Source: an optimization exercise on an open RTL-to-GDS flow (aim: small area, a short achievable clock period and few clock cycles). Production flows keep margins and buffers that such runs may drop.
RTL that was checked went through simulation tests only; none was proved equivalent to the original.
Only the layout flow was run in runs 6 and 7; the RTL was not checked for function there.
No activity file was given, so power comes from the tool's default toggle rates.

## design/flow/constraint.sdc

```tcl
create_clock -name core_clock -period 8.0 [get_ports {clk}]
set_input_delay 1.6000 -clock core_clock [delete_from_list [all_inputs] [get_ports {clk}]]
set_output_delay 1.6000 -clock core_clock [all_outputs]
set_load 0.01 [all_outputs]
```

## design/flow/config.mk

```make
export PLATFORM = sky130hd
export DESIGN_NAME = PipelinedCPU
export DESIGN_NICKNAME = PipelinedCPU
export VERILOG_FILES = /design/flow/design.v
export SDC_FILE = /design/flow/constraint.sdc
export NUM_CORES = 4
export LEC_CHECK = 0
export ABC_AREA = 1
export CAP_MARGIN = 20
export CORE_MARGIN = 2
export CORE_UTILIZATION = 40
export SETUP_SLACK_MARGIN = 3.8
export SLEW_MARGIN = 20
```

## design/flow/flow/run.sh

```bash
#!/bin/bash
# Own flow: the standard layout (standard.sh, unchanged synthesis) with two changes:
#  - the port buffers are plain buffers (sky130_fd_sc_hd__buf_4) instead of the delay cells
#    buffer_ports picks by default;
#  - clock tree synthesis uses larger sink clusters and no dummy loads, for a shallower tree.
# Each step's output goes to its own log file here.
set -euo pipefail
export BUFFER_PORTS_ARGS="-buffer_cell sky130_fd_sc_hd__buf_4"
export CTS_ARGS="-sink_clustering_enable -repair_clock_nets -sink_clustering_size 20 -sink_clustering_max_diameter 80 -dont_use_dummy_load"
bash standard.sh synth > synth.log 2>&1
bash standard.sh > layout.log 2>&1
```

## design/flow/standard.sh

```bash
#!/bin/bash
# synth_recipe.tcl (not shown) runs the flow's synth.tcl, then flattens the netlist and writes it again
# the make line also repeats each setting of config.mk as NAME=value (left out here)
make -C /OpenROAD-flow-scripts/flow DESIGN_CONFIG=/design/flow/config.mk WORK_HOME=/design/flow/orfs CLKGATE_MAP_FILE= SYNTH_SCRIPT=/design/flow/synth_recipe.tcl "${@:-finish}"
```

## design/flow/design.v

```verilog
module RegFile(clk, rst, src1, src2, byp1, byp2, byp_data, src1_data, src2_data, wrt_en, dst, dst_data);
	input clk, rst;
	input [3:0] src1, src2, dst;
	input byp1, byp2;
	input [31:0] byp_data;
	input wrt_en;
	input [31:0] dst_data;
	output reg [31:0] src1_data, src2_data;
	wire [31:0] wdata = rst ? 32'b0 : dst_data;
	wire [31:0] q [0:15];
	genvar i;
	generate
		for (i = 0; i < 16; i = i + 1) begin : r
			reg [31:0] val;
			always @(posedge clk)
				if (rst | (wrt_en & (dst == i)))
					val <= wdata;
			assign q[i] = val;
		end
	endgenerate
	integer k;
	always @(*) begin
		src1_data = byp_data & {32{byp1}};
		src2_data = byp_data & {32{byp2}};
		for (k = 0; k < 16; k = k + 1) begin
			src1_data = src1_data | (q[k] & {32{~byp1 & (src1 == k)}});
			src2_data = src2_data | (q[k] & {32{~byp2 & (src2 == k)}});
		end
	end
endmodule
module PipelinedCPU(clk, reset, imem_addr, imem_data, dmem_addr, dmem_wdata, dmem_we, dmem_rdata);
	input  clk;
	input  reset;
	output [31:0] imem_addr;
	input  [31:0] imem_data;
	output [31:0] dmem_addr;
	output [31:0] dmem_wdata;
	output dmem_we;
	input  [31:0] dmem_rdata;
	parameter START_PC = 32'h40;
	wire [3:0]  f_cls = imem_data[31:28];
	wire [3:0]  f_op  = imem_data[27:24];
	wire [3:0]  f_a   = imem_data[23:20];
	wire [3:0]  f_b   = imem_data[19:16];
	wire [3:0]  f_c   = imem_data[15:12];
	wire [15:0] f_imm = imem_data[15:0];
	wire f_alur = (f_cls == 4'hC);
	wire f_alui = (f_cls == 4'h4);
	wire f_cmpr = (f_cls == 4'hD);
	wire f_cmpi = (f_cls == 4'h5);
	wire f_br   = (f_cls == 4'h2);
	wire f_jal  = (f_cls == 4'h6);
	wire f_lw   = (f_cls == 4'h7);
	wire f_sw   = (f_cls == 4'h3);
	wire f_mvhi = f_alui & (f_op == 4'hF);
	wire f_brz  = f_br & (f_op == 4'h2 | f_op == 4'hD | f_op == 4'h8 |
	                      f_op == 4'h1 | f_op == 4'hE | f_op == 4'hF);
	wire       f_bs  = (f_cls[3:1] == 3'b001);         
	wire [3:0] idx1 = f_b;
	wire [3:0] idx2 = f_bs ? f_a : f_c;
	wire [31:0] rf1, rf2;
	wire        x_we;
	wire [3:0]  x_dst;
	wire [31:0] x_res;
	wire byp1 = x_we & (x_dst == idx1);
	wire byp2 = x_we & (x_dst == idx2);
	RegFile regfile(clk, reset, idx1, idx2, byp1, byp2, x_res, rf1, rf2, x_we, x_dst, x_res);
	wire [31:0] f_simm = {{16{f_imm[15]}}, f_imm};
	wire [31:0] f_bval = f_mvhi ? {f_imm, 16'b0} :
	                     (f_alui | f_cmpi) ? f_simm :
	                     rf2;
	reg [2:0] f_tt;
	always @(*) begin
		case (f_op)
			4'h0: f_tt = 3'b111;  
			4'h1: f_tt = 3'b011;  
			4'h2: f_tt = 3'b100;  
			4'h3: f_tt = 3'b000;  
			4'h5: f_tt = 3'b011;  
			4'h6: f_tt = 3'b100;  
			4'h8: f_tt = 3'b110;  
			4'h9: f_tt = 3'b010;  
			4'hA: f_tt = 3'b101;  
			4'hB: f_tt = 3'b001;  
			4'hC: f_tt = 3'b110;  
			4'hD: f_tt = 3'b010;  
			4'hE: f_tt = 3'b101;  
			default: f_tt = 3'b001;  
		endcase
	end
	wire f_isalu = f_alur | (f_alui & ~f_mvhi);
	wire f_radd  = f_isalu & (f_op == 4'h7);
	wire f_rsub  = f_isalu & (f_op == 4'h6);
	wire f_rlog  = f_isalu & ~(f_op == 4'h7) & ~(f_op == 4'h6);
	wire f_cmp   = f_cmpr | f_cmpi;
	wire f_sub   = f_rsub | f_cmp | f_br;
	wire f_invb  = f_rsub | f_cmp;
	wire f_inva  = f_br;
	wire [17:0] f_immr = f_jal ? {f_imm, 2'b00} : {{2{f_imm[15]}}, f_imm};
	wire f_bwd  = f_imm[15];
	wire f_nul  = (f_imm == 16'h0000);
	wire f_pred = f_br & (f_bwd ? (f_op != 4'h3) : (f_op == 4'h0 | f_op == 4'h5 | f_op == 4'h1));
	wire [31:2] fa     = imem_addr[31:2];
	wire [31:2] f_npc  = fa + 30'd1;
	wire [31:2] f_btgt = fa + {{14{f_imm[15]}}, f_imm} + 30'd1;
	reg  [31:0] opA, opB;
	reg  [31:2] npc;       
	reg  [31:2] btgt;      
	reg  [17:0] immr;
	reg  [3:0]  dst;
	reg         we, st, ld, br, jal, pred, nul;
	reg         sub, rarith, rlog, rmvhi, rlink;
	reg  [2:0]  lop;       
	reg  [2:0]  tt;
	wire        cond;
	wire        mispredict = br & ~nul & (cond ^ pred);
	always @(posedge clk) begin
		opA  <= (rf1 ^ {32{f_inva}}) | {32{f_brz}};
		opB  <= f_bval ^ {32{f_invb}};
		btgt <= f_btgt;
		immr <= f_immr;
		dst  <= f_a;
		lop  <= {f_op[3], f_op[1], f_op[0]};
		tt   <= f_tt;
		sub  <= f_sub;
		rarith <= f_radd | f_rsub;
		rlog <= f_rlog;
		rmvhi <= f_mvhi;
		rlink <= f_jal;
		pred <= f_pred;
		nul  <= f_nul;
		if (reset | mispredict) begin
			npc <= reset ? START_PC[31:2] : (cond ? btgt : npc);
			we  <= 1'b0;
			st  <= 1'b0;
			ld  <= 1'b0;
			br  <= 1'b0;
			jal <= 1'b0;
		end else begin
			npc <= f_npc;
			we  <= f_alur | f_alui | f_cmpr | f_cmpi | f_jal | f_lw;
			st  <= f_sw;
			ld  <= f_lw;
			br  <= f_br;
			jal <= f_jal;
		end
	end
	wire [31:0] simmr = {{14{immr[17]}}, immr};
	wire [31:0] as    = opA + opB + {31'b0, sub};   
	wire [31:0] addr  = opA + simmr;                
	wire        eq    = &(opA ^ opB);               
	assign      cond  = eq ? tt[2] : (as[31] ? tt[1] : tt[0]);
	wire [31:0] lres0 = lop[1] ? (opA ^ opB) : lop[0] ? (opA | opB) : (opA & opB);
	wire [31:0] lres  = lres0 ^ {32{lop[2]}};
	assign x_res = ld     ? dmem_rdata :
	               rlink  ? {npc, 2'b00} :
	               rmvhi  ? opB :
	               rarith ? as :
	               rlog   ? lres :
	               {31'b0, cond};
	assign x_we  = we;
	assign x_dst = dst;
	assign imem_addr  = {jal ? addr[31:2] : (br & pred) ? btgt : npc, 2'b00};
	assign dmem_addr  = addr;
	assign dmem_wdata = opB;
	assign dmem_we    = st;
endmodule
```

==> results of run 1 <==
## power by group through the flow
stage                     registers, mW  logic [mW]  clock network (mW)
after floorplan                    4.38        1.52                   0
after global placement             4.56        2.53                   0
after detailed placement           4.56        2.54                   0
after CTS                          4.49        2.93                2.16
after global routing               4.52        3.46                2.28
final                              4.52        3.24                2.17
## cells in the mapped netlist, types with 42 or more instances
cell,count
nand4_1,66
clkbuf_1,94
inv_1,662
buf_2,44
ha_1,125
xor2_1,58
o21ai_0,344
a21oi_1,289
o22ai_1,106
dfxtp_1,134
nand2_1,1340
nor2_1,438
o211ai_1,42
nand3_1,259
edfxtp_1,542
## through the flow
step | area, sq um | power, mW
6_report | 47100 | 9.92
5_1_grt | 47100 | 10.3
4_1_cts | 45800 | 9.58
3_5_place_dp | 42500 | 7.10
3_3_place_gp | 42500 | 7.09
2_1_floorplan | 39800 | 5.90
## worst register-to-register path: stages (launching register included)
cell and delay (ps):
dfxtp_4 380, ha_4 140, inv_2 30, fa_2 360, inv_2 100, nand3_4 70, nand2_4 80, nand2_4 70
nand2_8 90, buf_6 100, buf_6 90, nand3_4 60, nand4_1 190, nand3_2 130, nand2_2 130, inv_2 60
buf_4 140, ha_1 350, a21oi_1 220, o21ai_0 150, a21oi_1 240, nand3_2 170, nand2_1 90, o211ai_1 160
a21oi_1 240, xor2_1 190, xor2_1 160, inv_1 50
## registers in the layout (all words and copies together) (netlist names), 3 cells and up
| register | flops |
|---|---|
| regfile.r.val | 512 |
| opB | 32 |
| btgt | 30 |
| npc | 30 |
| dst | 4 |
| tt | 3 |
| opA | 32 |
| lop | 3 |
| immr | 18 |
## kinds of logic after synthesis
family                   share of synthesized area [%]
AO/OA/AOI/OAI                                     14.2
XOR/XNOR                                          1.69
adder cells (fa/ha/maj)                           4.13
buffers and inverters                             8.75
flip-flops                                        47.7
multiplexers                                    0.0786
other                                          0.00943
AND/OR/NAND/NOR                                   23.5
## timing repair
item | 4_1_cts | 5_1_grt
resized for setup | 388 | 248
cloned | 1 | 2
endpoints found under the setup margin | 292 | 472
endpoints found under the hold margin | 0 | 0
buffers inserted | 90 | 50
pin swaps | 82 | 74
## layer usage
layer	vias to the layer above	part of all wire, %	GRT usage [%]
met1	18348	37	46.2
met2	2910	42	54.0
li1	17130	-	-
met5	-	0.040	0
met4	6	6.8	19.3
met3	630	14	11.2
## worst paths after layout
path,cells after the start,slack (ps),end,from
hold / removal,2,570,npc[16],btgt[16]
setup reg to reg,27,3680,btgt[31],opA[0]
hold reg to reg,2,570,npc[16],btgt[16]
setup / recovery,16,3560,imem_addr[18],opA[2]
## cell type report
type | count | area [sq um] | area share [%]
Tap cell | 1287 | 1610 | 3.42
Sequential cell | 676 | 19100 | 40.4
Timing Repair Buffer | 375 | 3050 | 6.47
Timing Repair inverter | 1 | 7.51 | 0.0159
Antenna cell | 3 | 7.51 | 0.0159
Clock buffer | 44 | 1100 | 2.34
Inverter | 693 | 2670 | 5.67
Multi-Input combinational cell | 3440 | 19600 | 41.6
==> summary.txt, run 1 <==
The share of flip-flops with an asynchronous set or reset is 0%. The worst-case setup margin in the final layout came out at 3560 ps. The placer congestion estimate came out at 1.01.

The top cell type by total area after synthesis is edfxtp_1. The number of rows created at floorplan came out at 115. For this run, the total global-route usage over all layers was measured as 36.0%. Among all stages on the critical path, the largest delay is contributed by dfxtp_4. The buffer cell driving the clock tree root is clkbuf_16. The required time of the worst setup path is about 6400 ps. The stage delay of the slowest cell on the critical path came out at 430 ps. The number of antenna violations at the first check in global routing is 5. The initial core utilization is about two fifths. The share of final-layout standard cells stronger than drive strength 1 came out at 17.6%. The via density per instance came out at 5.99. The number of buffers inserted during clock tree synthesis came out at 44. In the final design database the tool counted 5426 nets. Combinational cells account for 32.6% of the total power. The number of synthesized flops with an enable pin came out at 542. The residual antenna-violating net count after detailed routing is 0. The distinct cell type count of the synthesized netlist is 61. The number of global-route vias before repair is 35.3k. The register area share after synthesis is 47.7%. The post-synthesis instance area came out at 39800 sq um.

The area of the die came out at 102000 sq um. For this design, the CTS-stage hold fixing added 0 buffers. The final max-slew violation count is 0.

The total of max-cap violations came out at 0. STA classifies the critical path endpoint as a primary output. The final layout contains routed wiring with a total length of 191 mm. The average wire length per cell after detail routing came out at 29.3 um. The worst setup path is launched from a register.

The layout-stage area growth over the synthesis result is 18.5%. The number of standard cells in the final layout excluding fillers is around 6.5k. The run finished with no timing, DRC or antenna violations. The proportion of power drawn by the clock network came out at between 20% and 30%. The net load switching power is 3.62 mW. Adding up every negative setup slack in the final design gives 0 ps. In the synthesized netlist the dominant register cell turns out to be edfxtp_1. The critical path goes through ha_4 > buf_6 > nand3_4 > nand2_4 > nand2_4 > nand2_8 > buf_6 > nand2_4 > nand3_4 > a21oi_4 > inv_2 > nand2_4 > nand3_4 > nand2_4 > inv_2 > buf_6. The total setup violations reported at the end of the flow is 0.

Of the post-synthesis cell area, the dominant cell type holds 40.9%. The total I/O pin count is 163. The leakage power figure is 19.9 nW.

The tree built by TritonCTS fans out to 676 sinks. The achievable clock frequency came out at 0.225 GHz. The top cell types in the final layout, fill and taps aside, are nand2_1 (1245), inv_1 (620), edfxtp_1 (542). Once layout is complete, the utilization of the core stands at 47.9%. The number of detailed-route iterations in the first pass is 7.

The relative slew slack came out at 21.1%. Measured along the y axis, the die boundary spans 319 um. By startpoint and endpoint, the worst setup path is classified as reg -> out. The actual transition at the worst max-transition pin came out at 1180 ps. Setup repair after global routing could not meet its margin everywhere.

The horizontal die dimension is between 300 and 400 um. The core box area came out at just under 100000 sq um. The cell type with the highest occurrence count on the critical path is nand2_4. After synthesis, the mean cell area works out to 7.99 sq um. TritonCTS built the clock tree.

The clock period minus worst slack came out at roughly 4400 ps. The worst-case IR drop observed on VDD is 0.000176 V. The clock reaches the later pin of the worst-skew pair after 660 ps. The total power density per cell area came out at 211 nW/um^2.

Of the total power, the share spent switching nets is 36.5%. The path type of the worst min-delay path is reg -> reg. The internal power summed over all cells came out at 6.30 mW. The cell total after placement came out at 6329.

Leaving out fill and tap cells, the most frequent cell in the layout is nand2_1. The estimated wirelength of the detail-placed design came out at 128 mm. The cell class contributing the biggest share of worst-path delay is simple AND/OR/NAND/NOR gates.

Synthesis handed over a netlist of around 5k instances. The maximum root-to-sink buffer count came out at 3. The largest net degree at the start of global routing is 54. The first-pass GRT wire length came out at around 260 mm. After clock tree synthesis, the clock-pin slew on the worst setup and hold paths is 90 ps.

For the final database, setup skew stands at roughly 120 ps. The DRC violations left is 0. The worst hold margin came out at 565 ps. The number of port buffers came out at 160. The clock tree synthesis step divided the H-tree into 2 levels. In this run the worst path has a maximum fanout of 5. The final clock period utilization by the worst path came out at 55.5%. The number of buffers and inverters on the critical path is 5. Fill cells in the final layout number 9576. The remaining global-route overflow is 0.

Data on the critical path arrives at its endpoint at 2840 ps. Of the total power, registers draw a little under half. The number of warnings reported in the yosys synthesis log is 2. The number of failing hold endpoints at the final stage came out at 0. The routed via count is 39.0k. The number of design-rule violations left by the first detailed-router iteration came out at 6031. At the placement stage, the worst setup path has a slack of about 2300 ps.

Sorting the synthesized cells by area gives the leading types as edfxtp_1 (41%), nand2_1 (13%), dfxtp_1 (6.7%). The flop and latch count out of synthesis came out at a little under 700.
Testbench counts, summed over its fixed seeds: cycles 35,396.
==> inputs of run 2 (changes only) <==
--- a/design/flow/config.mk
+++ b/design/flow/config.mk
@@ -10,4 +10,4 @@
 export CORE_MARGIN = 2
 export CORE_UTILIZATION = 40
-export SETUP_SLACK_MARGIN = 3.8
+export SETUP_SLACK_MARGIN = 3.2
 export SLEW_MARGIN = 20
==> summary.txt, run 2 <==
The post-synthesis instance area came out at 39800 sq um (unchanged). The sequential cell area in the final layout was 19000 sq um (-0.27%). The actual transition at the worst max-transition pin is 1170 ps (-14.0 ps). The routed via count came to 38.1k (-2.4%). The share of final-layout standard cells stronger than drive strength 1 came out at 10.7% (-6.9 points). The area of the die is 102000 sq um (unchanged). The overall die height is 319 um (unchanged). Ranked by flip-flop count, first place goes to regfile.r.val.

The filler cell count came out at 9855 (+2.9%). The required time of the worst setup path is 8420 ps (+2020 ps). The total I/O pin count came out at 163 (unchanged).

The first-pass GRT wire length came out at 257 mm (-1.5%). The most common cell in the synthesized netlist is nand2_1. The worst hold path begins at btgt[16]. The average wire length per cell after detail routing came out at 29.4 um (+0.12%). The worst setup path is captured at a register. The most common cell after layout, fill and taps aside is nand2_1. The clock period minus worst slack is 4790 ps (+354 ps). The distinct cell type count of the synthesized netlist came to 61 (unchanged). The number of cells on the worst hold path is 2 (unchanged). The number of detailed-route iterations in the first pass came out at 7 (unchanged). The fraction of post-synthesis cell area in the top cell type by area came out at 40.9% (unchanged). The share of flip-flops with an asynchronous set or reset came out at 0% (unchanged). The number of synthesized flops with an enable pin was 542 (unchanged). The final max-slew violation count came out at 0 (unchanged). The number of buffers inserted during clock tree synthesis came out at 44 (unchanged).

The number of flip-flops in the largest register was 512 (unchanged). The number of failing hold endpoints at the final stage came out at 0 (unchanged). The remaining global-route overflow is 0 (unchanged). The worst reg-to-reg path cell count is 17 (-37%). The number of design-rule violations left by the first detailed-router iteration came to 6201 (+2.8%). The number of warnings reported in the yosys synthesis log came out at 2 (unchanged).

The synthesized instance count is 4981 (unchanged). In the layout the commonest cells are nand2_1 (1324), inv_1 (657), edfxtp_1 (542). The number of antenna violations at the first check in global routing was 4 (-1). The mean instance size in the synthesized netlist is 7.99 sq um (unchanged). The clock latency reported for the late side of the worst-skew pair is 650 ps (about the same). The horizontal die dimension was 319 um (unchanged). The relative slew slack was 22.0% (+0.94 points).

The worst setup path is of the in -> reg kind. The DRC violations left came to 0 (unchanged). The total negative setup slack was 0 ps (unchanged). The final setup skew is 126 ps (+6.52 ps).

The area taken by multi-input logic gates is 18000 sq um (-8.1%). The reg2reg setup slack is 3410 ps (-270 ps). The share of the core filled with cells is 45.0% (-2.9 points). The launch point of the worst path is imem_data[30]. The final clock period utilization by the worst path is 59.9% (+4.4 points). TritonCTS built the clock tree. The largest net degree at the start of global routing came out at 54 (unchanged). The root buffer cell chosen for the clock tree is clkbuf_16. The achievable clock frequency is 0.209 GHz (-7.4%).

The register area share after synthesis was 47.7% (unchanged). The H-tree depth came out at 2 (unchanged). The via density per instance came out at 5.95 (-0.61%).

The largest registers in the layout are regfile.r.val: 512 flops, opA: 32 flops, opB: 32 flops. The initial core utilization is 40.4% (unchanged). The number of rows created at floorplan was 115 (unchanged). The total of max-cap violations is 0 (unchanged). By area the synthesized netlist is led by edfxtp_1 (41%), nand2_1 (13%), dfxtp_1 (6.7%). The worst-case vdd ir drop is 0.000178 V (+1.3%). The number of port buffers is 160 (unchanged). Setup repair after global routing could not meet its margin everywhere. The number of clock sinks seen by CTS is 676 (unchanged). The total setup violations reported at the end of the flow came out at 0 (unchanged). The top cell type by total area after synthesis is edfxtp_1. The detailed-route wire length came to 188 mm (-1.7%). Relative to the synthesized area, the layout overhead comes to 11.4%.

The maximum root-to-sink buffer count was 3 (unchanged). The worst setup path is launched from an input port. The number of global-route vias before repair came out at 34.5k (-2.4%). The most used flip-flop cell after synthesis is edfxtp_1.

The placer congestion estimate is 1.01 (unchanged). The startpoint of the lowest-slack register-to-register path is opB[13]. The total number of nets in the final design came out at 5307 (-2.2%). The residual antenna-violating net count after detailed routing came out at 0 (unchanged). Counting instances in the post-synthesis netlist gives the leading cell types as nand2_1 (1340), inv_1 (662), edfxtp_1 (542). The flop and latch count out of synthesis came out at 676 (unchanged). The estimated wirelength of the detail-placed design came out at 128 mm (unchanged). The post-CTS clock slew at the launch and capture registers of the worst setup and hold paths is 70 ps (-20 ps). The path class of the tightest hold or removal check is reg -> reg. The core box area came out at 98400 sq um (unchanged). The top fanout value on the critical path is 20 (+15).

The signal arrival time at the worst endpoint is 5210 ps (+2370 ps). The global router's overall resource usage came out at 35.5% (-0.47 points). The total power density per cell area came out at 211 nW/um^2 (+0.46%). The count of hold buffers inserted by post-cts repair was 0 (unchanged). The leakage power figure is 19.0 nW (-4.6%). The run finished with no timing, DRC or antenna violations.
run 2: path summary, 6_finish.rpt:
path / end
worst max-delay path: opB[27]
worst max register to register: regfile.r[11].val[23]
worst min-delay path: npc[16]
worst min register to register: npc[16]
run 2: through the flow:
stage	cell area, sq um	cells	setup slack (ps)	power, mW	hold WS (ps)
floorplan	39800	4982	3990	5.90	496
global placement	42500	6329	2310	7.09	532
detailed placement	42500	6329	2280	7.10	541
CTS	43800	6376	3080	9.22	558
global route	44300	6397	3170	9.71	597
finish	44300	6400	3210	9.37	555
run 2: final cells by class:
| type | count | share of cell area (%) |
|---|---|---|
| inverter | 693 | 5.87 |
| sequential | 676 | 42.9 |
| antenna | 3 | 0.0169 |
| multi-input combinational | 3439 | 40.7 |
| timing repair buffer | 258 | 4.40 |
| clock buffer | 44 | 2.48 |
| tap | 1287 | 3.63 |
run 2: what timing repair did:
action,CTS,global route
setup buffers,3,19
resized for setup,47,87
setup endpoints to repair,56,154
gates cloned,0,1
pin swaps,4,8
run 2: cell families after synthesis:
group,Yosys count,synth area share [%]
compound gates,981,14.2
xor+xnor,76,1.69
fa+ha+maj,129,4.13
buf+inv,868,8.75
flops,676,47.7
mux,3,0.0786
other cells,1,0.00943
simple gates,2247,23.5
run 2: layer usage:
layer	global-route usage, %	wire length (um)
met1	46.2	71000
met2	53.8	80000
met3	10.3	25100
met4	17.5	11800
met5	0	45
run 2: worst max-delay path, stage by stage:
cell     delay, ps
buf_4          140
nor2_4         130
nand2_4        130
nand2_1        110
o21ai_2         90
nand2_1         70
o21ai_1         80
nor2_2         370
nand3_4        460
nand2_4        430
inv_2          400
nand2_1        150
nand2_1         70
nor2_1          80
nand3_1         90
nor2_1         400
nand2_1         90
nand2_1         90
nand2_1         50
nand2_1         50
nand2_1         60
run 2: power by group:
part | switching (mW) | internal (mW) | leakage [nW]
clock | 1.18 | 0.975 | 0.542
sequential | 0.350 | 4.16 | 6.77
combinational | 1.85 | 0.858 | 11.7
==> inputs of run 3 (changes only) <==
--- a/design/flow/config.mk
+++ b/design/flow/config.mk
@@ -10,4 +10,5 @@
 export CORE_MARGIN = 2
 export CORE_UTILIZATION = 40
-export SETUP_SLACK_MARGIN = 3.2
+export PLACE_DENSITY = 0.75
+export SETUP_SLACK_MARGIN = 3.5
 export SLEW_MARGIN = 20
==> summary.txt, run 3 <==
The post-synthesis instance area is 39800 sq um (unchanged). The net load switching power is 3.52 mW (+4.2%). The count of hold buffers inserted by post-cts repair came out at 0 (unchanged).

The placer congestion estimate came to 1.05 (+4.3%). The worst-case vdd ir drop is 0.000162 V (-8.9%). The average wire length per cell after detail routing is 28.9 um (-1.5%). The switching part of the total power is 36.6% (+0.52 points).

The number of antenna violations at the first check in global routing came out at 6 (+2). In the final layout, the registers with the most flip-flops are regfile.r.val: 512 flops, opA: 32 flops, opB: 32 flops. The area taken by multi-input logic gates was 18600 sq um (+3.2%). The cell area after placement came out at 42600 sq um (+0.20%).

The register ranked first by flip-flop count is regfile.r.val. The number of failing hold endpoints at the final stage is 0 (unchanged). The horizontal die dimension is 319 um (unchanged). The layout-stage area growth over the synthesis result is 13.8%. The filler cell count is 9672 (-1.9%). The leakage power figure is 19.3 nW (+1.4%). The total negative setup slack was 0 ps (unchanged). The internal power summed over all cells came out at 6.11 mW (+1.9%). In this run the worst hold path is classified as reg -> reg. The total of max-cap violations is 0 (unchanged). The largest net degree at the start of global routing came to 45 (-17%). The share of final-layout standard cells stronger than drive strength 1 came to 13.1% (+2.4 points). The core box area was 98400 sq um (unchanged). The total power density per cell area is 213 nW/um^2 (+0.58%). The maximum root-to-sink buffer count is 3 (unchanged).

The sequential cell area in the final layout came out at 19000 sq um (+0.13%). The final max-slew violation count is 0 (unchanged). Setup repair after global routing could not meet its margin everywhere.

The buffer cell driving the clock tree root is clkbuf_16. The global router's overall resource usage is 35.1% (-0.43 points). The number of synthesized flops with an enable pin came out at 542 (unchanged). The distinct cell type count of the synthesized netlist was 61 (unchanged). The total setup violations reported at the end of the flow came out at 0 (unchanged). The H-tree depth came out at 2 (unchanged).

The first-pass GRT wire length came to 257 mm (about the same). The total I/O pin count came to 163 (unchanged). The residual antenna-violating net count after detailed routing is 0 (unchanged). The library cells used most frequently in the layout, excluding fill and tap cells, are nand2_1 (1307), inv_1 (643), edfxtp_1 (542). The overall power consumption came out at 9.63 mW (+2.7%). The final standard cell area without fillers came out at 45300 sq um (+2.1%). The relative contribution of sequential cells to total power is 47.1% (-1.0 points). The via density per instance came out at 6.17 (+3.8%). The setup path with the least slack is of type reg -> out.

The mean instance size in the synthesized netlist came out at 7.99 sq um (unchanged). The initial core utilization was 40.4% (unchanged). The CTS tree is done. The final setup skew is 103 ps (-22.1 ps). The number of detailed-route iterations in the first pass came out at 13 (+6). The register area share after synthesis is 47.7% (unchanged).

The synthesized instance count was 4981 (unchanged). The actual transition at the worst max-transition pin is 1160 ps (-4.92 ps). The startpoint class of the critical path is a register.

The library cell used most frequently in the layout, excluding fill and tap cells, is nand2_1. The required time of the worst setup path came out at 6400 ps (-2020 ps). The routed via count came to 39.8k (+4.5%). The worst hold margin is 588 ps (+32.5 ps).

The final clock period utilization by the worst path was 58.0% (-1.9 points). The signal arrival time at the worst endpoint came out at 3040 ps (-2170 ps). The number of warnings reported in the yosys synthesis log was 2 (unchanged). The relative slew slack came to 21.5% (-0.49 points). The endpoint type of the worst setup path is a primary output. The number of global-route vias before repair came out at 36.3k (+5.2%). The area of the die came out at 102000 sq um (unchanged). The fraction of post-synthesis cell area in the top cell type by area came to 40.9% (unchanged). The combinational group share of total power was 30.1% (+1.2 points). The top fanout value on the critical path came to 8 (-60%). The DRC violations left came out at 0 (unchanged). The number of design-rule violations left by the first detailed-router iteration came out at 7403 (+19%). Yosys instantiated no cell more often than nand2_1. The total number of nets in the final design was 5345 (+0.72%).

The number of flip-flops in the largest register is 512 (unchanged). The estimated wirelength of the detail-placed design is 128 mm (+0.25%). The number of buffers inserted during clock tree synthesis came out at 45 (+2.3%). The biggest area contributor in the post-synthesis netlist is edfxtp_1. The post-CTS clock slew at the launch and capture registers of the worst setup and hold paths came to 80 ps (about the same). The flop and latch count out of synthesis came out at 676 (unchanged).

The achievable clock frequency is 0.215 GHz (+3.2%). The remaining global-route overflow came out at 0 (unchanged). The number of rows created at floorplan came to 115 (unchanged). In the synthesized netlist the dominant register cell turns out to be edfxtp_1.

The number of port buffers is 160 (unchanged). Ranked by total cell area, the synthesized netlist is headed by edfxtp_1 (41%), nand2_1 (13%), dfxtp_1 (6.7%). The run finished with no timing, DRC or antenna violations. The clock latency reported for the late side of the worst-skew pair is 650 ps (about the same). The overall die height is 319 um (unchanged). The detailed-route wire length is 186 mm (-0.80%). In the synthesized netlist, the cells that appear most often are nand2_1 (1340), inv_1 (662), edfxtp_1 (542).

The number of clock sinks seen by CTS came out at 676 (unchanged). The share of flip-flops with an asynchronous set or reset is 0% (unchanged). The proportion of power drawn by the clock network is 22.8% (-0.2 points). The clock period minus worst slack is 4640 ps (-148 ps).
[run 3: cell count changes in the layout (fill, tap and decap cells not counted), moves of 8 or more]
| cell | before | now |
|---|---|---|
| a21oi_1 | 275 | 264 |
| ha_4 | 12 | 24 |
| nand3_1 | 255 | 246 |
| nor2_2 | 18 | 28 |
| nand2_2 | 26 | 40 |
| inv_4 | 0 | 8 |
| nand2_1 | 1324 | 1307 |
| nor2_4 | 3 | 12 |
| nor2_1 | 423 | 404 |
| buf_4 | 257 | 291 |
| inv_1 | 657 | 643 |
| o21ai_0 | 324 | 315 |
[run 3: stage by stage]
step | utilization (%) | std cells | worst slack (ps)
6_report | 46.0 | 6443 | 3360
5_1_grt | 46.0 | 6435 | 3210
3_3_place_gp | 43.3 | 6339 | 2590
2_1_floorplan | - | 4982 | 3990
3_5_place_dp | 43.3 | 6341 | 2520
4_1_cts | 45.3 | 6411 | 3270
[run 3: worst max-delay path, cell delays in order, from the launching register on]
cell and delay [ps]:
dfxtp_4 390, buf_6 160, ha_4 310, nand2_1 90
nor2_1 120, inv_1 100, nor4_2 270, nand2_1 140
nand2_1 100, inv_1 50, o211ai_1 240, nand3_1 150
nand2_2 110, inv_1 80, buf_4 150
[run 3: repair_timing]
| action | 4_1_cts | 5_1_grt |
|---|---|---|
| pin swaps | 18 | 33 |
| gates cloned | 1 | 1 |
| endpoints found under the setup margin | 136 | 232 |
| buffers inserted | 24 | 23 |
| gates resized for setup | 170 | 135 |
[run 3: cell type report]
cell class / count / area share (%)
Sequential cell: 676 / 42.0
Multi-Input combinational cell: 3440 / 41.1
Inverter: 693 / 5.80
Timing Repair Buffer: 294 / 4.94
Tap cell: 1287 / 3.56
Clock buffer: 45 / 2.49
Antenna cell: 8 / 0.0442
[run 3: worst paths after layout]
kind,start,endpoint,slack (ps),cells past startpoint
hold / removal,btgt[10],npc[10],590,2
hold reg to reg,btgt[10],npc[10],590,2
setup / recovery,immr[17],imem_addr[31],3360,14
setup reg to reg,opB[0],opA[22],3560,21
[run 3: power by group through the flow]
stage | clock [mW] | combinational, mW | sequential, mW
6_report | 2.19 | 2.90 | 4.53
5_1_grt | 2.29 | 3.09 | 4.54
4_1_cts | 2.18 | 2.68 | 4.50
3_5_place_dp | 0 | 2.54 | 4.56
3_3_place_gp | 0 | 2.53 | 4.56
2_1_floorplan | 0 | 1.52 | 4.38
[run 3: layer usage]
layer	vias to the layer above	global-route usage, %	share of wire (%)
li1	16971	-	-
met1	18451	44.8	36
met2	3515	51.1	41
met3	836	12.4	15
met4	6	20.4	7.6
met5	-	0	0.033
[run 3: logic make-up (layout without fill, tap and decap cells)]
family | Yosys count | count (layout) | share of synthesized area (%)
compound gates | 981 | 981 | 14.2
xor+xnor | 76 | 76 | 1.69
fa+ha+maj | 129 | 129 | 4.13
buf+inv | 868 | 1032 | 8.75
flops | 676 | 676 | 47.7
mux | 3 | 3 | 0.0786
other cells | 1 | 10 | 0.00943
simple gates | 2247 | 2249 | 23.5
==> inputs of run 4 (changes only) <==
--- a/design/flow/config.mk
+++ b/design/flow/config.mk
@@ -9,6 +9,5 @@
 export CAP_MARGIN = 20
 export CORE_MARGIN = 2
-export CORE_UTILIZATION = 40
-export PLACE_DENSITY = 0.75
+export CORE_UTILIZATION = 55
 export SETUP_SLACK_MARGIN = 3.5
 export SLEW_MARGIN = 20
==> summary.txt, run 4 <==
edfxtp_1 takes more of the synthesized area than any other cell. The count of hold buffers inserted by post-cts repair is 0 (unchanged). The number of warnings reported in the yosys synthesis log came out at 2 (unchanged).

The number of synthesized flops with an enable pin is 542 (unchanged). The number of cells on the worst hold path is 2 (unchanged). Counting instances in the post-synthesis netlist gives the leading cell types as nand2_1 (1340), inv_1 (662), edfxtp_1 (542). The clock latency reported for the late side of the worst-skew pair was 670 ps (+20 ps). The proportion of power drawn by the clock network is 23.0% (+0.2 points). The area of the die was 74500 sq um (-27%). The internal power summed over all cells came out at 6.08 mW (-0.38%). The DRC violations left is 0 (unchanged). After synthesis, the cell types taking the most area are edfxtp_1 (41%), nand2_1 (13%), dfxtp_1 (6.7%). The total of max-cap violations came out at 0 (unchanged).

The clock period minus worst slack is 4580 ps (-60.1 ps). In this run the clock root is driven by a clkbuf_16. The final setup skew was 106 ps (+2.20 ps). The detailed-route wire length came out at 175 mm (-6.0%). Setup repair after global routing could not meet its margin everywhere.

The share of final-layout standard cells stronger than drive strength 1 is 12.4% (-0.75 points). The layout-stage area growth over the synthesis result came out at 12.1%. The largest net degree at the start of global routing is 54 (+20%).

The number of global-route vias before repair came out at 35.0k (-3.5%). The H-tree depth was 2 (unchanged). The capture instance of the worst register-to-register path is opA[22]. The number of design-rule violations left by the first detailed-router iteration is 6655 (-10%).

The global router's overall resource usage is 45.9% (+11 points). The average wire length per cell after detail routing is 28.9 um (-0.26%). The worst reg-to-reg path cell count came out at 21 (unchanged). The number of rows created at floorplan came out at 98 (-15%).

The number of failing hold endpoints at the final stage came out at 0 (unchanged). The worst setup path is captured at a primary output. The residual antenna-violating net count after detailed routing came out at 0 (unchanged).

The number of detailed-route iterations in the first pass came to 8 (-5). The worst-case vdd ir drop came out at 0.000227 V (+40%). The top fanout value on the critical path is 4 (-4). Counting flops per register, the top entry is regfile.r.val. In this run the most critical hold path is launched from btgt[5]. The number of clock sinks seen by CTS came out at 676 (unchanged). The total I/O pin count is 163 (unchanged). The required time of the worst setup path is 6400 ps (about the same). The via density per instance is 6.36 (+3.0%). The post-synthesis instance area is 39800 sq um (unchanged). The total negative setup slack is 0 ps (unchanged). The fraction of post-synthesis cell area in the top cell type by area is 40.9% (unchanged).

The leakage power figure came out at 19.1 nW (-0.71%). In the post-synthesis netlist, the cell with the most instances is nand2_1. The overall die height is 273 um (-15%). The routed via count is 38.6k (-3.0%).

The estimated wirelength of the detail-placed design came out at 119 mm (-7.4%). The library cells used most frequently in the layout, excluding fill and tap cells, are nand2_1 (1310), inv_1 (647), edfxtp_1 (542). The number of port buffers is 160 (unchanged). The flow ran to the end and the layout has no timing, DRC or antenna violations. The core box area was 71600 sq um (-27%). The library cell used most frequently in the layout, excluding fill and tap cells, is nand2_1. The number of buffers inserted during clock tree synthesis was 45 (unchanged). The total number of nets in the final design came out at 5318 (-0.51%).

The synthesized instance count came out at 4981 (unchanged). The switching part of the total power came to 35.7% (-0.87 points). The register area share after synthesis came out at 47.7% (unchanged). The final max-slew violation count came out at 0 (unchanged). The initial core utilization is 55.6% (+15 points). The startpoint identified for the worst register-to-register timing path is opB[0].

The endpoint of the worst hold path is npc[5]. The relative contribution of sequential cells to total power came out at 47.6% (+0.5 points). The largest registers in the layout are regfile.r.val: 512 flops, opA: 32 flops, opB: 32 flops. The placer congestion estimate is 1.02 (-3.0%). The total setup violations reported at the end of the flow came to 0 (unchanged).

The overall power consumption is 9.46 mW (-1.7%). The relative slew slack is 21.8% (+0.30 points). The distinct cell type count of the synthesized netlist came out at 61 (unchanged).

The final clock period utilization by the worst path was 57.3% (-0.75 points). The horizontal die dimension came out at 273 um (-15%). The first-pass GRT wire length is 244 mm (-5.1%).

The signal arrival time at the worst endpoint came out at 2980 ps (-60 ps). The actual transition at the worst max-transition pin came to 1170 ps (+6.57 ps). The share of flip-flops with an asynchronous set or reset came out at 0% (unchanged). The combinational group share of total power is 29.3% (-0.8 points). The startpoint class of the critical path is a register. The achievable clock frequency is 0.218 GHz (+1.3%). The total power density per cell area is 212 nW/um^2 (-0.23%).

The number of flip-flops in the largest register is 512 (unchanged). The net load switching power came to 3.38 mW (-4.1%). The mean instance size in the synthesized netlist is 7.99 sq um (unchanged). The min-delay analysis places its worst path in the category reg -> reg. The reg2reg setup slack is 3540 ps (-20 ps). TritonCTS built the clock tree. The maximum root-to-sink buffer count is 3 (unchanged). The remaining global-route overflow came to 0 (unchanged).

The number of antenna violations at the first check in global routing was 5 (-1). The flop and latch count out of synthesis came out at 676 (unchanged). Among all flip-flop cells after synthesis, the most frequent one is edfxtp_1. The critical path in this run is classified as reg -> out.

The post-CTS clock slew at the launch and capture registers of the worst setup and hold paths came to 90 ps (about the same).
[run 4: worst max-delay path by stage]
stage / startpoint / to / slack (ps) / depth (start not counted)
CTS: opA[0] / imem_addr[14] / 3420 / 14
floorplan: imem_data[0] / btgt[28] / 3990 / 16
detailed placement: imem_data[30] / opB[25] / 2430 / 21
global placement: imem_data[30] / opB[25] / 2500 / 21
finish: opA[0] / imem_addr[26] / 3420 / 13
global route: opA[0] / imem_addr[26] / 3390 / 13
[run 4: layer usage]
| metal | up-vias | routed length [um] | GRT usage (%) |
|---|---|---|---|
| met5 | - | 43 | 0 |
| met3 | 802 | 25200 | 13.5 |
| met1 | 17682 | 60700 | 57.0 |
| li1 | 16915 | - | - |
| met2 | 3200 | 73600 | 68.2 |
| met4 | 6 | 15700 | 33.1 |
[run 4: cell type report]
class | instances | area [sq um]
tap | 950 | 1190
antenna | 1 | 2.50
sequential | 676 | 19000
inverter | 693 | 2620
clock buffer | 45 | 1130
fill | 6486 | 27000
multi-input combinational | 3439 | 18500
timing repair buffer | 268 | 2060
[run 4: timing repair]
| item | in CTS | in global routing |
|---|---|---|
| gates cloned | 1 | 0 |
| gates resized for setup | 166 | 115 |
| buffers inserted | 27 | 13 |
| endpoints found under the setup margin | 185 | 168 |
| pin swaps | 13 | 26 |
[run 4: power groups by stage]
| stage | logic (mW) | clock network (mW) | registers, mW |
|---|---|---|---|
| after floorplan | 1.52 | 0 | 4.38 |
| after global placement | 2.45 | 0 | 4.54 |
| after detailed placement | 2.46 | 0 | 4.54 |
| after CTS | 2.60 | 2.16 | 4.48 |
| after global routing | 2.98 | 2.26 | 4.52 |
| final | 2.78 | 2.18 | 4.51 |
[run 4: metrics by stage]
| stage | cells | setup slack (ps) | utilization [%] | hold WS, ps | cell area (sq um) |
|---|---|---|---|---|---|
| final | 6072 | 3420 | 62.3 | 565 | 44600 |
| after global routing | 6071 | 3390 | 62.3 | 609 | 44600 |
| after CTS | 6055 | 3420 | 61.4 | 561 | 44000 |
| after detailed placement | 5982 | 2430 | 58.7 | 539 | 42000 |
| after global placement | 5982 | 2500 | 58.6 | 542 | 42000 |
| after floorplan | 4982 | 3990 | - | 496 | 39800 |
[run 4: kinds of logic (layout without fill, tap and decap cells)]
kind of cell	Yosys count	in the layout	synth area share, %
xor+xnor	76	76	1.69
flops	676	676	47.7
mux	3	3	0.0786
simple gates	2247	2248	23.5
fa+ha+maj	129	129	4.13
buf+inv	868	1006	8.75
other cells	1	3	0.00943
compound gates	981	981	14.2
[run 4: worst max-delay path, stage by stage (launching register included)]
cell and delay (ps):
dfxtp_4 380, ha_4 140, inv_1 50, fa_2 380
inv_2 80, buf_4 100, nand3_1 100, nand3_1 160
nand4_1 150, nand3_1 140, nand3_1 240, nand2_2 190
inv_1 110, buf_4 160
==> inputs of run 5 (changes only) <==
--- a/design/flow/config.mk
+++ b/design/flow/config.mk
@@ -9,5 +9,5 @@
 export CAP_MARGIN = 20
 export CORE_MARGIN = 2
-export CORE_UTILIZATION = 55
+export CORE_UTILIZATION = 40
 export SETUP_SLACK_MARGIN = 3.5
 export SLEW_MARGIN = 20
==> summary.txt, run 5 <==
The total I/O pin count came out at 163 (unchanged). The first-pass GRT wire length is 259 mm (+6.0%). The estimated wirelength of the detail-placed design is 128 mm (+7.7%). Among all flip-flop cells after synthesis, the most frequent one is edfxtp_1. The global router's overall resource usage came to 35.6% (-10 points). The path type of the worst min-delay path is reg -> reg. The final max-slew violation count came out at 0 (unchanged). The buffer cell driving the clock tree root is clkbuf_16.

The clock period minus worst slack is 4530 ps (-49.2 ps). The number of detailed-route iterations in the first pass is 8 (unchanged). The share of the core filled with cells is 46.0% (-16 points).

STA classifies the critical path endpoint as a primary output. The worst hold margin was 558 ps (-6.21 ps). The actual transition at the worst max-transition pin was 1190 ps (+18.0 ps). The area of the die came to 102000 sq um (+37%). The signal arrival time at the worst endpoint is 2930 ps (-50 ps). The initial core utilization was 40.4% (-15 points).

The average wire length per cell after detail routing came out at 29.3 um (+1.4%). The critical path is of the reg -> out type. The core box area came to 98400 sq um (+37%). The relative slew slack came out at 20.7% (-1.1 points). The final setup skew came out at 127 ps (+21.1 ps). The distinct cell type count of the synthesized netlist came out at 61 (unchanged). The library cell used most frequently in the layout, excluding fill and tap cells, is nand2_1.

The register ranked first by flip-flop count is regfile.r.val. The register area share after synthesis is 47.7% (unchanged). In the layout the commonest cells are nand2_1 (1300), inv_1 (639), edfxtp_1 (542). The number of flip-flops in the largest register came out at 512 (unchanged).

The worst-case vdd ir drop came out at 0.000178 V (-22%). The routed via count is 38.4k (-0.63%). The count of hold buffers inserted by post-cts repair is 0 (unchanged). The largest net degree at the start of global routing is 54 (unchanged). The mean instance size in the synthesized netlist is 7.99 sq um (unchanged). The fraction of post-synthesis cell area in the top cell type by area is 40.9% (unchanged).

The cell area after placement is 42500 sq um (+1.2%). The flow ran to the end and the layout has no timing, DRC or antenna violations. The required time of the worst setup path came out at 6400 ps (about the same). The leakage power figure was 19.3 nW (+0.84%). The total of max-cap violations came out at 0 (unchanged). The largest registers in the layout are regfile.r.val: 512 flops, opA: 32 flops, opB: 32 flops. The number of rows created at floorplan was 115 (+17%).

The share of flip-flops with an asynchronous set or reset came to 0% (unchanged). The number of warnings reported in the yosys synthesis log is 2 (unchanged). The worst slack after detailed placement came out at 2280 ps (-151 ps). Setup repair after global routing could not meet its margin everywhere. The number of global-route vias before repair came out at 34.8k (-0.77%). The filler cell count came out at 9777 (+51%). The biggest area contributor in the post-synthesis netlist is edfxtp_1.

The cell total after placement is 6329 (+5.8%). The residual antenna-violating net count after detailed routing came out at 0 (unchanged). The share of final-layout standard cells stronger than drive strength 1 is 13.3% (+0.96 points). The number of standard cells in the final layout excluding fillers is 6438 (+6.0%). After synthesis, the cell types taking the most area are edfxtp_1 (41%), nand2_1 (13%), dfxtp_1 (6.7%). The overall die height is 319 um (+17%).

The top fanout value on the critical path is 4 (unchanged). The overall power consumption is 9.56 mW (+1.0%). The number of antenna violations at the first check in global routing came out at 4 (-1). The number of failing hold endpoints at the final stage is 0 (unchanged). The post-CTS clock slew at the launch and capture registers of the worst setup and hold paths is 80 ps (about the same). The placer congestion estimate came out at 1.01 (-1.2%). The maximum root-to-sink buffer count came out at 3 (unchanged). The via density per instance came to 5.96 (-6.3%). The flop and latch count out of synthesis came out at 676 (unchanged). The final standard cell area without fillers was 45300 sq um (+1.6%). The number of synthesized flops with an enable pin came to 542 (unchanged). The detailed-route wire length came out at 189 mm (+7.5%). The number of buffers inserted during clock tree synthesis is 44 (-2.2%). The CTS tree is done. The achievable clock frequency came out at 0.221 GHz (+1.1%). By count the netlist is led by nand2_1 (1340), inv_1 (662), edfxtp_1 (542).

In the post-synthesis netlist, the cell with the most instances is nand2_1. The clock latency reported for the late side of the worst-skew pair is 660 ps (about the same). The number of port buffers is 160 (unchanged). The final clock period utilization by the worst path was 56.7% (-0.61 points). The DRC violations left came out at 0 (unchanged).

The synthesized instance count is 4981 (unchanged). The remaining global-route overflow is 0 (unchanged). The total setup violations reported at the end of the flow came to 0 (unchanged). The worst setup path is launched from a register. The total power density per cell area is 211 nW/um^2 (-0.59%). The total negative setup slack is 0 ps (unchanged). The H-tree depth was 2 (unchanged).

The post-synthesis instance area is 39800 sq um (unchanged). The number of clock sinks seen by CTS came out at 676 (unchanged). The worst-case setup margin in the final layout is 3470 ps (+49.2 ps). The horizontal die dimension came out at 319 um (+17%). Relative to the synthesized area, the layout overhead comes to 13.9%. The total number of nets in the final design came to 5345 (+0.51%).

The number of design-rule violations left by the first detailed-router iteration came out at 6310 (-5.2%).
-- run 5: repair_timing --
item,CTS,global route
pin swaps,15,48
cloned,1,0
endpoints found under the setup margin,178,208
resized for setup,162,156
buffers inserted,23,37
-- run 5: final timing paths --
kind / startpoint / end / slack, ps / cells after the start
max: opA[0] / imem_addr[28] / 3470 / 16
min: btgt[16] / npc[16] / 560 / 2
max reg2reg: opB[0] / opA[22] / 3630 / 21
min reg2reg: btgt[16] / npc[16] / 560 / 2
-- run 5: critical path, cell delays in order, from the launching register on --
cell,delay (ps)
dfxtp_4,380
ha_4,150
inv_1,50
fa_2,360
inv_2,90
nand3_2,80
nand2_4,100
buf_4,110
nand2_1,60
nand3_2,150
nand4_1,180
nand2_1,110
nand2_1,100
nand3_1,110
nand2_2,100
inv_2,90
buf_4,130
-- run 5: cells by family (layout without fill, tap and decap cells) --
group	after synthesis	after routing	synth area share, %
mux	3	3	0.0786
fa+ha+maj	129	129	4.13
simple gates	2247	2248	23.5
buf+inv	868	1033	8.75
compound gates	981	981	14.2
flops	676	676	47.7
xor+xnor	76	76	1.69
other cells	1	5	0.00943
-- run 5: cell type report --
class / instances / area [sq um] / area share [%]
inverter: 693 / 2630 / 5.80
antenna: 3 / 7.51 / 0.0166
sequential: 676 / 19000 / 42.0
multi-input combinational: 3439 / 18700 / 41.2
tap: 1287 / 1610 / 3.55
clock buffer: 44 / 1100 / 2.43
timing repair buffer: 296 / 2270 / 5.00
-- run 5: where the power goes --
group          internal [mW]  switching, mW  total, mW
clock                  0.975           1.18       2.16
sequential              4.16          0.352       4.52
combinational          0.961           1.92       2.88
-- run 5: layer usage --
| layer | vias to the layer above | track usage [%] | share of wire [%] |
|---|---|---|---|
| met1 | 18071 | 46.3 | 38 |
| met4 | 4 | 18.4 | 6.2 |
| met3 | 581 | 10.5 | 13 |
| met5 | - | 0 | 0.016 |
| li1 | 16955 | - | - |
| met2 | 2750 | 53.8 | 43 |
==> inputs of run 6 (changes only) <==
--- a/design/flow/design.v
+++ b/design/flow/design.v
@@ -103,8 +103,6 @@
 	wire [31:2] fa     = imem_addr[31:2];
 	wire [31:2] f_npc  = fa + 30'd1;
-	wire [31:2] f_btgt = fa + {{14{f_imm[15]}}, f_imm} + 30'd1;
 	reg  [31:0] opA, opB;
 	reg  [31:2] npc;       
-	reg  [31:2] btgt;      
 	reg  [17:0] immr;
 	reg  [3:0]  dst;
@@ -114,9 +112,9 @@
 	reg  [2:0]  tt;
 	wire        cond;
+	wire [31:2] btgt = npc + {{12{immr[17]}}, immr};   
 	wire        mispredict = br & ~nul & (cond ^ pred);
 	always @(posedge clk) begin
 		opA  <= (rf1 ^ {32{f_inva}}) | {32{f_brz}};
 		opB  <= f_bval ^ {32{f_invb}};
-		btgt <= f_btgt;
 		immr <= f_immr;
 		dst  <= f_a;
==> summary.txt, run 6 <==
The estimated wirelength of the detail-placed design came to 134 mm (+4.6%). The top fanout value on the critical path is 6 (+2). The number of failing hold endpoints at the final stage came out at 0 (unchanged). The worst reg-to-reg path cell count is 12 (-43%). The DRC violations left is 0 (unchanged). The worst-case setup margin in the final layout came out at 3370 ps (-100 ps).

The largest total area in the synthesized netlist belongs to edfxtp_1. From synthesis to final layout, the design area changed by 18.2%. In this design, the critical path's most frequently occurring cell is nand3_2. The number of rows created at floorplan is 115 (unchanged). The remaining global-route overflow came out at 0 (unchanged). The final setup skew came out at 105 ps (-21.7 ps).

The critical path ends at imem_addr[31]. Among all cell types in the netlist, the one instantiated most often is nand2_1. The register area share after synthesis came out at 46.1% (-1.6 points). The share of final-layout standard cells stronger than drive strength 1 is 16.8% (+3.4 points). The leakage power figure came out at 20.1 nW (+4.2%). The number of flip-flops in the largest register is 512 (unchanged). The detailed-route wire length is 201 mm (+6.5%). The reg2reg setup slack is 3510 ps (-120 ps). CTS placed an instance of clkbuf_16 at the clock tree root.

The total of max-cap violations is 0 (unchanged). The post-synthesis instance area came to 39800 sq um (+0.10%). The initial core utilization is 40.4% (about the same). The number of warnings reported in the yosys synthesis log is 2 (unchanged). Leaving out fill and tap cells, the most frequent cell in the layout is nand2_1. The horizontal die dimension is 320 um (about the same).

The number of synthesized flops with an enable pin is 542 (unchanged). The largest registers in the layout are regfile.r.val: 512 flops, opA: 32 flops, opB: 32 flops. The post-CTS clock slew at the launch and capture registers of the worst setup and hold paths is 90 ps (about the same).

The capture instance of the worst register-to-register path is regfile.r[15].val[4]. The distinct cell type count of the synthesized netlist came out at 53 (-13%). The mean instance size in the synthesized netlist was 7.64 sq um (-4.3%). The maximum root-to-sink buffer count is 3 (unchanged). The number of design-rule violations left by the first detailed-router iteration was 6421 (+1.8%). The total number of nets in the final design came out at 5654 (+5.8%). The first-pass GRT wire length is 274 mm (+6.0%). The global router's overall resource usage is 37.8% (+2.1 points). The number of port buffers is 160 (unchanged). The worst-case vdd ir drop is 0.000166 V (-6.4%). Counting flops per register, the top entry is regfile.r.val.

The area of the die is 102000 sq um (+0.10%). The critical path buffer and inverter count is 2 (-3). The share of flip-flops with an asynchronous set or reset is 0% (unchanged). The filler cell count came to 9757 (-0.20%).

The clock period minus worst slack is 4630 ps (+100 ps). The stage delay of the slowest cell on the critical path was 440 ps (+60 ps). The total power density per cell area came to 195 nW/um^2 (-7.5%). The critical path starts at npc[4].

The number of cells on the critical path came out at 14 (-2). The run finished with no timing, DRC or antenna violations. The final max-slew violation count is 0 (unchanged). The signal arrival time at the worst endpoint was 3030 ps (+100 ps). In this design, the largest share of critical-path delay is due to simple AND/OR/NAND/NOR gates. Walking the worst path, the cells encountered are ha_4 > nand2_1 > a21oi_1 > o21ai_2 > nand3_2 > nand2_2 > nand3_2 > nand2_2 > nand3_2 > or2_4 > nand3_4 > a21oi_4 > inv_2 > buf_6.

The core box area is 98600 sq um (+0.15%). The worst slack after detailed placement came to 2190 ps (-91.7 ps). The number of buffers inserted during clock tree synthesis is 42 (-4.5%). The final clock period utilization by the worst path came out at 57.9% (+1.3 points). The total negative setup slack was 0 ps (unchanged). Among all stages on the critical path, the largest delay is contributed by edfxtp_1. The number of clock sinks seen by CTS is 646 (-4.4%).

Setup repair after global routing could not meet its margin everywhere. The average wire length per cell after detail routing is 29.7 um (+1.6%). The via density per instance is 6.05 (+1.6%). The actual transition at the worst max-transition pin is 1220 ps (+29.2 ps).

The achievable clock frequency came out at 0.216 GHz (-2.2%). The clock latency reported for the late side of the worst-skew pair is 680 ps (+20 ps). The total setup violations reported at the end of the flow is 0 (unchanged). The relative slew slack came out at 18.7% (-2.0 points). The overall die height came out at 320 um (about the same).

The H-tree depth came out at 2 (unchanged). The startpoint of the lowest-slack register-to-register path is opB[0]. TritonCTS built the clock tree. The synthesized instance count came out at 5211 (+4.6%). The worst hold margin is 710 ps (+151 ps). The overall power consumption came out at 9.18 mW (-3.9%).

The number of standard cells in the final layout excluding fillers came out at 6749 (+4.8%). The number of global-route vias before repair came out at 37.1k (+6.6%). The critical path in this run is classified as reg -> out. The placer congestion estimate came to 1.05 (+4.2%). The fraction of post-synthesis cell area in the top cell type by area was 40.9% (-0.042 points). The path type of the worst min-delay path is reg -> reg. In the layout the commonest cells are nand2_1 (1381), inv_1 (722), edfxtp_1 (542). The flop and latch count out of synthesis came out at 646 (-4.4%). The main flop type after synthesis is edfxtp_1. The largest net degree at the start of global routing came out at 57 (+5.6%). The total I/O pin count came to 163 (unchanged). The cell total after placement was 6570 (+3.8%). The worst setup path is captured at a primary output.

The worst setup path is launched from a register. The number of antenna violations at the first check in global routing was 3 (-1). The number of detailed-route iterations in the first pass is 6 (-2). The residual antenna-violating net count after detailed routing is 0 (unchanged). The routed via count was 40.8k (+6.5%). The required time of the worst setup path came out at 6400 ps (about the same). After synthesis, the cell types taking the most area are edfxtp_1 (41%), nand2_1 (14%), inv_1 (7.0%). Ranked by instance count, the synthesized netlist is headed by nand2_1 (1482), inv_1 (741), edfxtp_1 (542).
==> run 6: changes by cell type in the layout (fill, tap and decap cells not counted), sizes merged, moves of 22 or more <==
cell	change
a21oi	-28
buf	+80
dfxtp	-30
inv	+67
nand2	+135
nand3	+48
nor2	+34
o21ai	-23
o22ai	+53
xor2	-22
==> run 6: how the worst min path moves through the flow <==
stage | startpoint | endpoint | slack [ps] | cells after the start
after floorplan | regfile.r[2].val[10] | opA[10] | 590 | 4
after global placement | regfile.r[7].val[16] | opB[16] | 690 | 5
after detailed placement | regfile.r[7].val[16] | opB[16] | 690 | 5
after CTS | regfile.r[7].val[16] | opB[16] | 700 | 5
after global routing | regfile.r[7].val[16] | opB[16] | 750 | 5
final | regfile.r[7].val[16] | opB[16] | 710 | 5
==> run 6: worst reg2reg max path, cell delays in order, from the launching register on <==
cell	delay, ps
dfxtp_1	490
inv_1	150
fa_1	450
inv_1	110
fa_1	220
nand2_1	70
nand2_1	140
a21oi_1	80
o21ai_0	90
a21oi_1	150
o31ai_1	910
o21ai_0	450
nor2_1	880
==> run 6: final cells by class <==
type / instances / area (sq um) / area share, %
diodes: 5 / 12.5 / 0.0266
clock buffers: 42 / 1050 / 2.23
inverters: 764 / 2910 / 6.18
multi-input cells: 3628 / 20000 / 42.5
flip-flops and latches: 646 / 18400 / 39.2
well taps: 1287 / 1610 / 3.42
repair buffers: 377 / 3030 / 6.44
==> run 6: logic make-up (layout without fill, tap and decap cells) <==
| family | after synthesis | after routing | share of synthesized area [%] |
|---|---|---|---|
| fa+ha+maj | 129 | 129 | 4.13 |
| simple gates | 2505 | 2507 | 26.1 |
| xor+xnor | 47 | 47 | 1.03 |
| flops | 646 | 646 | 46.1 |
| buf+inv | 940 | 1183 | 9.13 |
| other cells | 1 | 7 | 0.00942 |
| compound gates | 943 | 943 | 13.5 |
==> run 6: stage by stage <==
stage	utilization (%)	area [sq um]
CTS	46.0	45300
finish	47.8	47100
global route	47.8	47100
detailed placement	43.4	42800
global placement	43.4	42800
floorplan	-	39800
==> run 6: layer usage <==
metal | vias to the layer above | track usage (%) | part of all wire, %
li1 | 17788 | - | -
met1 | 19251 | 49.6 | 37
met2 | 3189 | 54.4 | 41
met3 | 615 | 12.6 | 15
met4 | 2 | 21.3 | 6.9
met5 | - | 0 | 0.0070
==> run 6: what timing repair did <==
item / 4_1_cts / 5_1_grt
setup buffers: 61 / 64
endpoints found under the setup margin: 117 / 224
pin swaps: 41 / 107
cloned: 4 / 1
hold buffers: 0 / 0
resized for setup: 258 / 314
==> run 6: where the power goes <==
part | internal [mW] | total, mW | leakage [nW] | switching [mW]
Sequential | 3.93 | 4.21 | 6.53 | 0.279
Clock | 0.932 | 2.11 | 0.518 | 1.17
Combinational | 0.931 | 2.87 | 13.1 | 1.94
Total | 5.79 | 9.18 | 20.1 | 3.39
==> inputs of run 7 (changes only) <==
--- a/design/flow/design.v
+++ b/design/flow/design.v
@@ -1,2 +1,26 @@
+module KSAdd(a, b, cin, s);
+	parameter W = 32;
+	input  [W-1:0] a, b;
+	input  cin;
+	output [W-1:0] s;
+	reg [W-1:0] g, p, gn, pn;
+	integer i, d;
+	always @(*) begin
+		g = a & b;
+		p = a ^ b;
+		g[0] = g[0] | (p[0] & cin);
+		for (d = 1; d < W; d = d * 2) begin
+			gn = g;
+			pn = p;
+			for (i = d; i < W; i = i + 1) begin
+				gn[i] = g[i] | (p[i] & g[i-d]);
+				pn[i] = p[i] & p[i-d];
+			end
+			g = gn;
+			p = pn;
+		end
+	end
+	assign s = (a ^ b) ^ {g[W-2:0], cin};
+endmodule
 module RegFile(clk, rst, src1, src2, byp1, byp2, byp_data, src1_data, src2_data, wrt_en, dst, dst_data);
 	input clk, rst;
@@ -103,6 +127,9 @@
 	wire [31:2] fa     = imem_addr[31:2];
 	wire [31:2] f_npc  = fa + 30'd1;
+	wire [31:2] f_btgt;
+	KSAdd #(30) add_btgt(fa, {{14{f_imm[15]}}, f_imm}, 1'b1, f_btgt);
 	reg  [31:0] opA, opB;
 	reg  [31:2] npc;       
+	reg  [31:2] btgt;      
 	reg  [17:0] immr;
 	reg  [3:0]  dst;
@@ -112,9 +139,9 @@
 	reg  [2:0]  tt;
 	wire        cond;
-	wire [31:2] btgt = npc + {{12{immr[17]}}, immr};   
 	wire        mispredict = br & ~nul & (cond ^ pred);
 	always @(posedge clk) begin
 		opA  <= (rf1 ^ {32{f_inva}}) | {32{f_brz}};
 		opB  <= f_bval ^ {32{f_invb}};
+		btgt <= f_btgt;
 		immr <= f_immr;
 		dst  <= f_a;
@@ -145,6 +172,8 @@
 	end
 	wire [31:0] simmr = {{14{immr[17]}}, immr};
-	wire [31:0] as    = opA + opB + {31'b0, sub};   
-	wire [31:0] addr  = opA + simmr;                
+	wire [31:0] as;                                 
+	KSAdd add_as(opA, opB, sub, as);
+	wire [31:0] addr;                               
+	KSAdd add_addr(opA, simmr, 1'b0, addr);
 	wire        eq    = &(opA ^ opB);               
 	assign      cond  = eq ? tt[2] : (as[31] ? tt[1] : tt[0]);
==> summary.txt, run 7 <==
The flow ran to the end and the layout has no timing, DRC or antenna violations. The post-synthesis instance area is 39700 sq um (-0.24%). The DRC violations left is 0 (unchanged).

The share of flip-flops with an asynchronous set or reset came to 0% (unchanged). The internal power summed over all cells is 6.09 mW (+5.0%). The mean instance size in the synthesized netlist came out at 7.87 sq um (+3.0%).

The clock period minus worst slack came out at 4510 ps (-120 ps). The number of buffers inserted during clock tree synthesis is 46 (+9.5%). The initial core utilization is 40.4% (about the same).

The placer congestion estimate came out at 1.01 (-4.0%). The total number of nets in the final design came out at 5407 (-4.4%). The final clock period utilization by the worst path is 56.4% (-1.5 points). The worst reg-to-reg path cell count came out at 15 (+3). TritonCTS built the clock tree. The number of rows created at floorplan came out at 115 (unchanged). The proportion of power drawn by the clock network is 23.4% (+0.5 points). The area of the die is 102000 sq um (-0.24%). regfile.r.val holds more flip-flops than any other register. The path class of the tightest hold or removal check is reg -> reg.

The average wire length per cell after detail routing came out at 29.1 um (-2.0%). The total power density per cell area came out at 212 nW/um^2 (+8.5%). The number of port buffers is 160 (unchanged). The final setup skew came to 128 ps (+22.5 ps). The global router's overall resource usage came to 36.0% (-1.8 points). The core box area came out at 98400 sq um (-0.15%). The flop and latch count out of synthesis came out at 676 (+4.6%). The via density per instance came to 5.98 (-1.3%). The relative contribution of sequential cells to total power came out at 47.3% (+1.5 points). The layout-stage area growth over the synthesis result is 13.9%.

The startpoint of the lowest-slack register-to-register path is dst[1]. The largest net degree at the start of global routing is 51 (-11%). The number of warnings reported in the yosys synthesis log came to 4 (+2). The number of design-rule violations left by the first detailed-router iteration is 6478 (+0.89%). In the post-synthesis netlist, the cell with the most instances is nand2_1. The worst-case vdd ir drop is 0.000163 V (-1.8%).

The share of final-layout standard cells stronger than drive strength 1 is 12.8% (-3.9 points). The synthesized instance count was 5048 (-3.1%). edfxtp_1 takes more of the synthesized area than any other cell. The worst hold margin came to 552 ps (-158 ps). Sorting the synthesized cells by area gives the leading types as edfxtp_1 (41%), nand2_1 (15%), dfxtp_1 (6.8%). The remaining global-route overflow came out at 0 (unchanged). The first-pass GRT wire length came out at 262 mm (-4.6%). The largest registers in the layout are regfile.r.val: 512 flops, opA: 32 flops, opB: 32 flops. The total negative setup slack came out at 0 ps (unchanged).

The number of antenna violations at the first check in global routing is 6 (+3). The required time of the worst setup path is 6400 ps (about the same). The number of global-route vias before repair came out at 35.6k (-3.9%). The residual antenna-violating net count after detailed routing is 0 (unchanged).

The critical path starts at opA[16]. The number of synthesized flops with an enable pin was 542 (unchanged). The distinct cell type count of the synthesized netlist was 57 (+7.5%). The actual transition at the worst max-transition pin is 1210 ps (-12.9 ps).

The top fanout value on the critical path is 4 (-2). The net load switching power was 3.49 mW (+2.9%). The worst setup path is captured at a primary output. The area taken by multi-input logic gates came to 18900 sq um (-5.7%). The switching part of the total power is 36.4% (-0.47 points). The total setup violations reported at the end of the flow was 0 (unchanged). Setup repair after global routing could not meet its margin everywhere. The number of failing hold endpoints at the final stage came out at 0 (unchanged). The clock latency reported for the late side of the worst-skew pair is 680 ps (about the same). The filler cell count is 9822 (+0.67%). The worst slack after detailed placement is 2250 ps (+62.0 ps). The combinational group share of total power was 29.4% (-1.8 points). The fraction of post-synthesis cell area in the top cell type by area is 41.0% (+0.099 points). The maximum root-to-sink buffer count is 3 (unchanged). The total I/O pin count was 163 (unchanged). The number of detailed-route iterations in the first pass came to 9 (+3). Following the worst setup path forward leads to its endpoint at imem_addr[27].

The detailed-route wire length is 189 mm (-5.7%). The worst-case setup margin in the final layout came to 3490 ps (+120 ps). The final max-slew violation count is 0 (unchanged). The main flop type after synthesis is edfxtp_1.

In the layout the commonest cells are nand2_1 (1564), inv_1 (559), edfxtp_1 (542). The signal arrival time at the worst endpoint is 2910 ps (-120 ps). The critical path is of the reg -> out type. The H-tree depth came out at 2 (unchanged).

The reg2reg setup slack is 3610 ps (+100 ps). The worst setup path is launched from a register. The number of flip-flops in the largest register is 512 (unchanged). The number of clock sinks seen by CTS is 676 (+4.6%). The sequential cell area in the final layout was 19000 sq um (+3.2%). The register area share after synthesis was 47.7% (+1.6 points). The achievable clock frequency came out at 0.222 GHz (+2.7%). The total of max-cap violations was 0 (unchanged). By count the netlist is led by nand2_1 (1604), inv_1 (582), edfxtp_1 (542). The routed via count is 38.8k (-4.9%). The buffer cell driving the clock tree root is clkbuf_16. The library cell used most frequently in the layout, excluding fill and tap cells, is nand2_1. The estimated wirelength of the detail-placed design came out at 129 mm (-3.5%). The relative slew slack was 18.8% (+0.099 points). The horizontal die dimension is 319 um (-0.12%). The overall die height came out at 319 um (-0.12%). The endpoint identified for the worst register-to-register timing path is opA[27]. The leakage power figure is 19.7 nW (-1.9%). The post-CTS clock slew at the launch and capture registers of the worst setup and hold paths is 70 ps (-20 ps).
[run 7: worst min path at each step]
| stage | start | to | depth (start not counted) |
|---|---|---|---|
| floorplan | btgt[30] | npc[30] | 2 |
| global placement | btgt[16] | npc[16] | 2 |
| detailed placement | btgt[4] | npc[4] | 2 |
| CTS | btgt[4] | npc[4] | 2 |
| global route | btgt[16] | npc[16] | 2 |
| finish | btgt[4] | npc[4] | 2 |
[run 7: area by class of cell]
type | count | area share (%)
Multi-Input combinational cell | 3589 | 41.7
Timing Repair inverter | 1 | 0.0166
Antenna cell | 1 | 0.00553
Sequential cell | 676 | 42.1
Clock buffer | 46 | 2.54
Timing Repair Buffer | 293 | 4.93
Inverter | 605 | 5.16
Tap cell | 1287 | 3.56
[run 7: worst max-delay path, stage by stage (launching register included)]
cell and delay (ps):
dfxtp_1 450, ha_2 380, a21oi_2 230, o21ai_1 140, inv_1 130, nand2_1 80, a21oi_1 200, nand2_1 100
nand2_1 80, nand3_1 90, nand2_1 180, inv_1 120, buf_4 160
[run 7: logic make-up after synthesis]
logic type | share of synthesized area, %
AND/OR/NAND/NOR | 26.1
other | 0.00944
adder cells (fa/ha/maj) | 4.14
AO/OA/AOI/OAI | 12.5
flip-flops | 47.7
XOR/XNOR | 1.63
multiplexers | 0.220
buffers and inverters | 7.64
[run 7: timing repair]
action                                  4_1_cts  5_1_grt
buffers inserted                             29       24
hold buffers                                  0        0
gates cloned                                  1        1
resized for setup                           192      119
endpoints found under the setup margin      263      240
pin swaps                                    15       22
[run 7: routing by layer]
metal	GRT usage, %	share of wire (%)	up-vias
li1	-	-	17131
met1	47.0	38	18244
met2	54.2	42	2889
met3	10.1	13	563
met4	18.8	6.5	2
met5	0	0.0074	-
[run 7: power groups by stage]
stage | combinational [mW] | clock [mW] | sequential (mW)
after global routing | 3.02 | 2.35 | 4.53
after floorplan | 1.50 | 0 | 4.38
final | 2.81 | 2.24 | 4.52
after global placement | 2.51 | 0 | 4.57
after CTS | 2.65 | 2.25 | 4.50
after detailed placement | 2.52 | 0 | 4.56
[run 7: per-stage QoR]
| step | util (%) | power (mW) | instances | area [sq um] |
|---|---|---|---|---|
| finish | 46.0 | 9.58 | 6498 | 45300 |
| global route | 46.0 | 9.91 | 6497 | 45200 |
| CTS | 45.4 | 9.39 | 6471 | 44600 |
| detailed placement | 43.3 | 7.09 | 6395 | 42600 |
| global placement | 43.3 | 7.08 | 6395 | 42600 |
| floorplan | - | 5.88 | 5049 | 39700 |

Re-timed with assumed drivers on the ports (clkbuf_16 on the clock, buf_2 on other inputs), run 7 has 3.420 ns of setup slack against 3.488 ns with ideal ports, and 2.885 ns once port delays also move by the mid clock arrival of 0.684 ns.
